Source: an optimization exercise on an open RTL-to-GDS flow (aim: small area). Production flows keep margins and buffers that such runs may drop. Function was checked by simulation only, so behaviour that the tests miss may differ from the original. Power is estimated from default activity; no workload was simulated.

==> inputs of 12-18 <==
==> flow/design.v <==
`timescale 1ns / 1ps
module Zmija(
input clk50, reset, up, down, left, right,
output [9:0] yCount,
output [9:0] xCount,
output VGA_hSync,
output VGA_vSync,
output VGA_R,
output VGA_G,
output VGA_B
 );
    reg        ph;           
    reg  [9:0] h, v;         
    reg  [6:0] lc;           
    reg  [1:0] tp;           
    reg        b;            
    reg  [5:0] x1;           
    reg  [4:0] y1;
    reg  [1:0] m1, m2, m3;   
    reg  [1:0] direction, controll;
    reg        game_over, e1, e2;
    reg        red_value, green_value;
    wire en   = ~ph;
    wire hend = h[9] & h[8] & (&h[4:0]);           
    wire vend = v[9] & v[3];                       
    wire hadv = ph & hend;                         
    wire lc77 = lc[6] & lc[3] & lc[2] & lc[0];      
    wire fire = lc77 & (&h[2:0]) & ~h[5] &
                (h[9] == tp[1]) & (h[4] == tp[1]) & (h[7] == ~tp[1]) &
                (h[8] == tp[0]) & (h[3] == tp[0]) & (h[6] == ~tp[0]);
    always @(posedge clk50) begin
        if (reset) begin
            ph <= 1'b0;
            h  <= 10'd0;
            v  <= 10'd0;
            lc <= 7'd0;
            tp <= 2'd0;
            b  <= 1'b0;
        end else begin
            ph <= ~ph;
            h  <= hadv ? 10'd0 : h + {9'd0, ph};
            v  <= (hadv & vend) ? 10'd0 : v + {9'd0, hadv};
            lc <= (ph & fire) ? 7'd0 : lc + {6'd0, hadv};
            tp <= tp + {1'b0, ph & fire};
            b  <= ph & fire;
        end
    end
    always @(posedge clk50) begin
        if (reset)
            controll <= 2'd0;
        else if (en) begin
            if (up) begin
                if (direction != 2'd1) controll <= 2'd3;
            end else if (left) begin
                if (direction != 2'd0) controll <= 2'd2;
            end else if (down) begin
                if (direction != 2'd3) controll <= 2'd1;
            end else if (right) begin
                if (direction != 2'd2) controll <= 2'd0;
            end
        end
    end
    wire [5:0] cs = h[9:4];        
    wire [4:0] cr = v[8:4];        
    wire       h0 = (h[3:0] == 4'd0);
    wire       hz = h0 & (h[9:4] == 6'd0);
    wire on_border = (x1 == 6'd0) | (x1 == 6'd37) | (y1 == 5'd0) | (y1 == 5'd29);
    wire active    = ~game_over & ~on_border;
    wire [5:0] dx = cs - x1;
    wire [4:0] dy = cr - y1;
    wire head  = (dx == 6'd0) & (dy == 5'd0);
    wire near = (dx[5:2] == {4{dx[2]}}) & (dy[4:2] == {3{dy[2]}});
    wire [6:0] X1, Y1;
    genvar i;
    generate for (i = 0; i < 7; i = i + 1) begin : dec
        assign X1[i] = (dx[2:0] == ((i + 5) % 8));
        assign Y1[i] = (dy[2:0] == ((i + 5) % 8));
    end endgenerate
    function [6:0] shx; input [6:0] X; input [1:0] d; shx = (d == 2'd0) ? {X[5:0],1'b0} : (d == 2'd2) ? {1'b0,X[6:1]} : X; endfunction
    function [6:0] shy; input [6:0] X; input [1:0] d; shy = (d == 2'd1) ? {X[5:0],1'b0} : (d == 2'd3) ? {1'b0,X[6:1]} : X; endfunction
    wire [6:0] X2 = shx(X1, m1), Y2 = shy(Y1, m1);
    wire [6:0] X3 = shx(X2, m2), Y3 = shy(Y2, m2);
    wire [6:0] X4 = shx(X3, m3), Y4 = shy(Y3, m3);
    wire snake = head | (near & ((X2[3]&Y2[3]) | (X3[3]&Y3[3]) | (X4[3]&Y4[3])));
    wire apple = ((cr == 5'd3)  & (cs == (e1 ? 6'd45 : 6'd32))) |
                 ((cr == 5'd25) & (cs == (e2 ? 6'd45 : 6'd5)));
    wire r2 = (cs < 6'd38) & (v[3:0] == 4'd0);
    wire rows = (cr < 5'd30);
    wire rowe = (cr == 5'd0) | (cr == 5'd29);
    wire bord  = (rows & ((cs == 6'd0) | (cs == 6'd37))) | ((cs < 6'd40) & rowe);
    wire bordl = (rows & ((cs == 6'd1) | (cs == 6'd38))) | ((cs < 6'd41) & rowe);
    wire paint = active & ~r2;
    wire green_n = ~h0 & paint & (snake | (apple & green_value));
    wire red_n   = h0 ? (hz ? ((lc == 7'd0) & ~b) : bordl)
                      : (bord | (paint & ~snake & apple));
    always @(posedge clk50) begin
        if (reset) begin
            x1 <= 6'd4;
            y1 <= 5'd1;
            m1 <= 2'd0;
            m2 <= 2'd0;
            m3 <= 2'd0;
            direction <= 2'd0;
            game_over <= 1'b0;
            e1 <= 1'b0;
            e2 <= 1'b0;
            red_value <= 1'b0;
            green_value <= 1'b0;
        end else begin
            if (en) begin
                red_value <= red_n;
                green_value <= green_n;
                if (on_border) game_over <= 1'b1;
                if (x1 == 6'd32 && y1 == 5'd3) e1 <= 1'b1;
                if (x1 == 6'd5 && y1 == 5'd25) e2 <= 1'b1;
                if (fire) direction <= controll;
            end
            if (b) begin
                case (direction)
                    2'd0: x1 <= x1 + 6'd1;
                    2'd1: y1 <= y1 + 5'd1;
                    2'd2: x1 <= x1 - 6'd1;
                    2'd3: y1 <= y1 - 5'd1;
                endcase
                m1 <= direction;
                m2 <= m1;
                m3 <= m2;
            end
        end
    end
    assign xCount = h;
    assign yCount = v;
    assign VGA_hSync = ~((h >= 10'd668) & (h <= 10'd763));
    assign VGA_vSync = ~(hz ? ((v == 10'd494) | (v == 10'd495)) : ((v == 10'd493) | (v == 10'd494)));
    assign VGA_R = red_value;
    assign VGA_G = green_value;
    assign VGA_B = 1'b0;
endmodule
==> flow/flow/run.sh <==
#!/bin/bash
# Standard ORFS layout, with the port buffers made from the smallest buffer cell.
set -euo pipefail
bash standard.sh synth > synth.log 2>&1
bash standard.sh BUFFER_PORTS_ARGS="-buffer_cell sky130_fd_sc_hd__buf_1" finish > layout.log 2>&1
==> flow/standard.sh <==
#!/bin/bash
# synth_recipe.tcl (not shown) runs the flow's synth.tcl, then flattens the netlist and writes it again
# the make line also repeats each setting of config.mk as NAME=value (left out here)
make -C /OpenROAD-flow-scripts/flow DESIGN_CONFIG=/design/flow/config.mk WORK_HOME=/design/flow/orfs CLKGATE_MAP_FILE= SYNTH_SCRIPT=/design/flow/synth_recipe.tcl "${@:-finish}"
==> flow/config.mk <==
export PLATFORM = sky130hd
export DESIGN_NAME = Zmija
export DESIGN_NICKNAME = Zmija
export VERILOG_FILES = /design/flow/design.v
export SDC_FILE = /design/flow/constraint.sdc
export NUM_CORES = 4
export LEC_CHECK = 0
export ABC_AREA = 1
export CAP_MARGIN = 20
export CORE_MARGIN = 2
export CORE_UTILIZATION = 60
export CTS_BUF_LIST = sky130_fd_sc_hd__clkbuf_4
export SLEW_MARGIN = 20
==> flow/constraint.sdc <==
create_clock -name core_clock -period 20.0 [get_ports {clk50}]
set_input_delay 4.0000 -clock core_clock [delete_from_list [all_inputs] [get_ports {clk50}]]
set_output_delay 4.0000 -clock core_clock [all_outputs]
set_load 0.01 [all_outputs]
==> 02-13 (differences from 12-18) <==
--- a/flow/design.v
+++ b/flow/design.v
@@ -30,3 +30,3 @@
                 (h[8] == tp[0]) & (h[3] == tp[0]) & (h[6] == ~tp[0]);
-    always @(posedge clk50) begin
+    always @(posedge clk50 or posedge reset) begin
         if (reset) begin
@@ -47,3 +47,3 @@
     end
-    always @(posedge clk50) begin
+    always @(posedge clk50 or posedge reset) begin
         if (reset)
@@ -72,14 +72,11 @@
     wire near = (dx[5:2] == {4{dx[2]}}) & (dy[4:2] == {3{dy[2]}});
-    wire [6:0] X1, Y1;
-    genvar i;
-    generate for (i = 0; i < 7; i = i + 1) begin : dec
-        assign X1[i] = (dx[2:0] == ((i + 5) % 8));
-        assign Y1[i] = (dy[2:0] == ((i + 5) % 8));
-    end endgenerate
-    function [6:0] shx; input [6:0] X; input [1:0] d; shx = (d == 2'd0) ? {X[5:0],1'b0} : (d == 2'd2) ? {1'b0,X[6:1]} : X; endfunction
-    function [6:0] shy; input [6:0] X; input [1:0] d; shy = (d == 2'd1) ? {X[5:0],1'b0} : (d == 2'd3) ? {1'b0,X[6:1]} : X; endfunction
-    wire [6:0] X2 = shx(X1, m1), Y2 = shy(Y1, m1);
-    wire [6:0] X3 = shx(X2, m2), Y3 = shy(Y2, m2);
-    wire [6:0] X4 = shx(X3, m3), Y4 = shy(Y3, m3);
-    wire snake = head | (near & ((X2[3]&Y2[3]) | (X3[3]&Y3[3]) | (X4[3]&Y4[3])));
+    function [2:0] bx; input [1:0] d; bx = (d == 2'd0) ? 3'b111 : (d == 2'd2) ? 3'b001 : 3'b000; endfunction
+    function [2:0] by; input [1:0] d; by = (d == 2'd1) ? 3'b111 : (d == 2'd3) ? 3'b001 : 3'b000; endfunction
+    wire [2:0] ox2 = bx(m1),        oy2 = by(m1);
+    wire [2:0] ox3 = ox2 + bx(m2),  oy3 = oy2 + by(m2);
+    wire [2:0] ox4 = ox3 + bx(m3),  oy4 = oy3 + by(m3);
+    wire seg2 = (dx[2:0] == ox2) & (dy[2:0] == oy2);
+    wire seg3 = (dx[2:0] == ox3) & (dy[2:0] == oy3);
+    wire seg4 = (dx[2:0] == ox4) & (dy[2:0] == oy4);
+    wire snake = head | (near & (seg2 | seg3 | seg4));
     wire apple = ((cr == 5'd3)  & (cs == (e1 ? 6'd45 : 6'd32))) |
@@ -95,3 +92,3 @@
                       : (bord | (paint & ~snake & apple));
-    always @(posedge clk50) begin
+    always @(posedge clk50 or posedge reset) begin
         if (reset) begin
==> flow/run.sh (new file) <==
#!/bin/bash
# synth_recipe.tcl (not shown) runs the flow's synth.tcl, then flattens the netlist and writes it again
# the make line also repeats each setting of config.mk as NAME=value (left out here)
make -C /OpenROAD-flow-scripts/flow DESIGN_CONFIG=/design/flow/config.mk WORK_HOME=/design/flow/orfs CLKGATE_MAP_FILE= SYNTH_SCRIPT=/design/flow/synth_recipe.tcl finish
ABC_AREA = default   (was 1)
CORE_UTILIZATION = 40   (was 60)
CTS_BUF_LIST = default   (was sky130_fd_sc_hd__clkbuf_4)
removed: flow/flow/run.sh
removed: flow/standard.sh
==> 03-23 (differences from 12-18) <==
==> flow/flow/run.sh (replaced) <==
#!/bin/bash
# Layout flow: the standard synthesis, then a stronger area re-optimisation of the
# combinational logic only (every flip-flop instance is kept as it is, with its name and
# cell type), then the standard ORFS layout with the port buffers made from buf_1.
set -euo pipefail
HERE=$(pwd)
F=$HERE/flow
R=$HERE/orfs/results/$FLOW_PLATFORM/Zmija/base
LIB=$FLOW_HOME/platforms/$FLOW_PLATFORM/lib/sky130_fd_sc_hd__tt_025C_1v80.lib
YOSYS=$FLOW_HOME/../tools/install/yosys/bin/yosys
[[ -x $YOSYS ]] || YOSYS=$(command -v yosys)

bash standard.sh synth > synth.log 2>&1

cp $R/1_2_yosys.v std_synth.v
DU=""
for c in $(cat $F/dont_use.txt); do DU="$DU -dont_use $c"; done
printf 'set_driving_cell sky130_fd_sc_hd__buf_1\nset_load 5\n' > abc.constr
cat > resyn.ys <<EOS
read_liberty -ignore_miss_func $LIB
read_verilog std_synth.v
hierarchy -top $FLOW_TOP
blackbox sky130_fd_sc_hd__dfxtp_1 sky130_fd_sc_hd__dfrtp_1 sky130_fd_sc_hd__dfstp_2 sky130_fd_sc_hd__conb_1
flatten
rename -hide w:*.*
opt -purge
abc -script $F/resyn.abc -liberty $LIB $DU -constr abc.constr -D 20000
opt_clean -purge
hilomap -singleton -hicell sky130_fd_sc_hd__conb_1 HI -locell sky130_fd_sc_hd__conb_1 LO
splitnets
opt_clean -purge
tee -o resyn_stat.txt stat -liberty $LIB
write_verilog -noattr -nohex -nodec resyn_raw.v
EOS
$YOSYS -l resyn.log -s resyn.ys > /dev/null 2>&1
python3 $F/fixassign.py resyn_raw.v resyn.v > fixassign.log 2>&1

# equivalence of the re-optimised netlist with the standard one (same registers)
cat > equiv.ys <<EOS
read_liberty -ignore_miss_func $LIB
read_verilog std_synth.v
rename $FLOW_TOP gold
read_verilog resyn.v
rename $FLOW_TOP gate
flatten gold gate
opt_clean
equiv_make gold gate equiv
hierarchy -top equiv
equiv_simple -seq 2
equiv_induct
equiv_status -assert
EOS
if $YOSYS -l equiv.log -s equiv.ys > /dev/null 2>&1; then
  cp resyn.v $R/1_2_yosys.v
  touch $R/1_2_yosys.v
  echo "resynthesis used" > resyn_result.txt
else
  echo "resynthesis not proven equivalent; standard netlist kept" > resyn_result.txt
fi
rm -f $R/1_synth.odb $R/1_synth.sdc

bash standard.sh BUFFER_PORTS_ARGS="-buffer_cell sky130_fd_sc_hd__buf_1" finish > layout.log 2>&1
==> flow/flow/dont_use.txt (new file) <==
sky130_fd_sc_hd__probe_p_8 sky130_fd_sc_hd__probec_p_8 sky130_fd_sc_hd__lpflow_bleeder_1 sky130_fd_sc_hd__lpflow_clkbufkapwr_1 sky130_fd_sc_hd__lpflow_clkbufkapwr_16 sky130_fd_sc_hd__lpflow_clkbufkapwr_2 sky130_fd_sc_hd__lpflow_clkbufkapwr_4 sky130_fd_sc_hd__lpflow_clkbufkapwr_8 sky130_fd_sc_hd__lpflow_clkinvkapwr_1 sky130_fd_sc_hd__lpflow_clkinvkapwr_16 sky130_fd_sc_hd__lpflow_clkinvkapwr_2 sky130_fd_sc_hd__lpflow_clkinvkapwr_4 sky130_fd_sc_hd__lpflow_clkinvkapwr_8 sky130_fd_sc_hd__lpflow_decapkapwr_12 sky130_fd_sc_hd__lpflow_decapkapwr_3 sky130_fd_sc_hd__lpflow_decapkapwr_4 sky130_fd_sc_hd__lpflow_decapkapwr_6 sky130_fd_sc_hd__lpflow_decapkapwr_8 sky130_fd_sc_hd__lpflow_inputiso0n_1 sky130_fd_sc_hd__lpflow_inputiso0p_1 sky130_fd_sc_hd__lpflow_inputiso1n_1 sky130_fd_sc_hd__lpflow_inputiso1p_1 sky130_fd_sc_hd__lpflow_inputisolatch_1 sky130_fd_sc_hd__lpflow_isobufsrc_1 sky130_fd_sc_hd__lpflow_isobufsrc_16 sky130_fd_sc_hd__lpflow_isobufsrc_2 sky130_fd_sc_hd__lpflow_isobufsrc_4 sky130_fd_sc_hd__lpflow_isobufsrc_8 sky130_fd_sc_hd__lpflow_isobufsrckapwr_16 sky130_fd_sc_hd__lpflow_lsbuf_lh_hl_isowell_tap_1 sky130_fd_sc_hd__lpflow_lsbuf_lh_hl_isowell_tap_2 sky130_fd_sc_hd__lpflow_lsbuf_lh_hl_isowell_tap_4 sky130_fd_sc_hd__lpflow_lsbuf_lh_isowell_4 sky130_fd_sc_hd__lpflow_lsbuf_lh_isowell_tap_1 sky130_fd_sc_hd__lpflow_lsbuf_lh_isowell_tap_2 sky130_fd_sc_hd__lpflow_lsbuf_lh_isowell_tap_4
==> flow/flow/fixassign.py (new file) <==
import re, sys
# Replace "assign {p1, p2} = {n1, n2};" aliases by renaming the internal nets to the port bits.
src = open(sys.argv[1]).read()
pairs = []
def take(m):
    lhs = [x.strip() for x in m.group(1).strip('{} ').split(',')]
    rhs = [x.strip() for x in m.group(2).strip('{} ').split(',')]
    assert len(lhs) == len(rhs), m.group(0)
    pairs.extend(zip(lhs, rhs))
    return ''
src = re.sub(r'^\s*assign\s+(.+?)\s*=\s*(.+?);\s*$\n', take, src, flags=re.M)
for port, net in pairs:
    assert re.fullmatch(r'_\d+_', net), (port, net)
    src = re.sub(r'^\s*wire\s+%s;\s*\n' % re.escape(net), '', src, flags=re.M)
    src = re.sub(r'(?<![\w\\$])%s(?![\w$])' % re.escape(net), port, src)
open(sys.argv[2], 'w').write(src)
print('aliases replaced:', len(pairs))
==> flow/flow/resyn.abc (new file) <==
strash
&get -n
&deepsyn -I 1 -J 100
&put
dch -f
amap
topo
==> run notes <==
| quantity | 03-23 | 02-13 | 12-18 |
|---|---|---|---|
| Minimum period implied by the final worst setup slack | 6.186 ns | 6.349 ns | 6.083 ns |
| Fin util | 67.72% | 46.97% | 66.03% |
| Leakage power of the design | 1.131 nW | 2.175 nW | 1.912 nW |
| Cell Int Power | 0.1444 mW | 0.1936 mW | 0.1446 mW |
| Total via count in the routed design | 3364 | 3334 | 4010 |
| Comb pwr share | 3.8% | 1.8% | 6.0% |
| Outcome | finished clean | finished clean | finished clean |
| Clk root buf | sky130_fd_sc_hd__clkbuf_4 | sky130_fd_sc_hd__clkbuf_8 | sky130_fd_sc_hd__clkbuf_4 |
| Number of cells after detailed placement | 546 | 613 | 695 |
| Basic-gate share of the synthesized area counting and, or, nand and nor cells | - | 22.79% | 31.85% |
| Reg2reg end | red_value$_SDFFE_PP0N_ | green_value$_DFFE_PP0N_ | v[8]$_SDFF_PP0_ |
| Hold worst-path end | game_over$_SDFFE_PP0P_ | game_over$_DFFE_PP0P_ | green_value$_SDFFE_PP0N_ |
| Origin of the critical flop-to-flop path | x1[0]$_SDFFE_PP0P_ | m1[0]$_DFFE_PP0P_ | ph$_SDFF_PP0_ |

re-timing with driven ports:
In the flow no input, the clock included, has a driving cell. The finished layouts below were timed again as built, in two steps.
Step 1 assumes that a clkbuf_16 drives the clock port and a buf_2 every other input.
Step 2 times the ports against the registers' clock, not the clock port: input delays grow and output delays shrink by t, the midpoint of the rising clock arrivals with the driver on.
Slacks: ideal / step 1 / step 2; pairs: ideal / step 1.
run	t (ns)	slack for setup (ns)	slew at the worst register clock pin (ns)
12-18	0.454	13.917 / 13.886 / 14.340	0.11 / 0.11
02-13	0.360	13.651 / 13.618 / 13.978	0.07 / 0.07
03-23	0.445	13.814 / 13.786 / 14.218	0.11 / 0.11
After both steps every run listed still meets setup and hold.
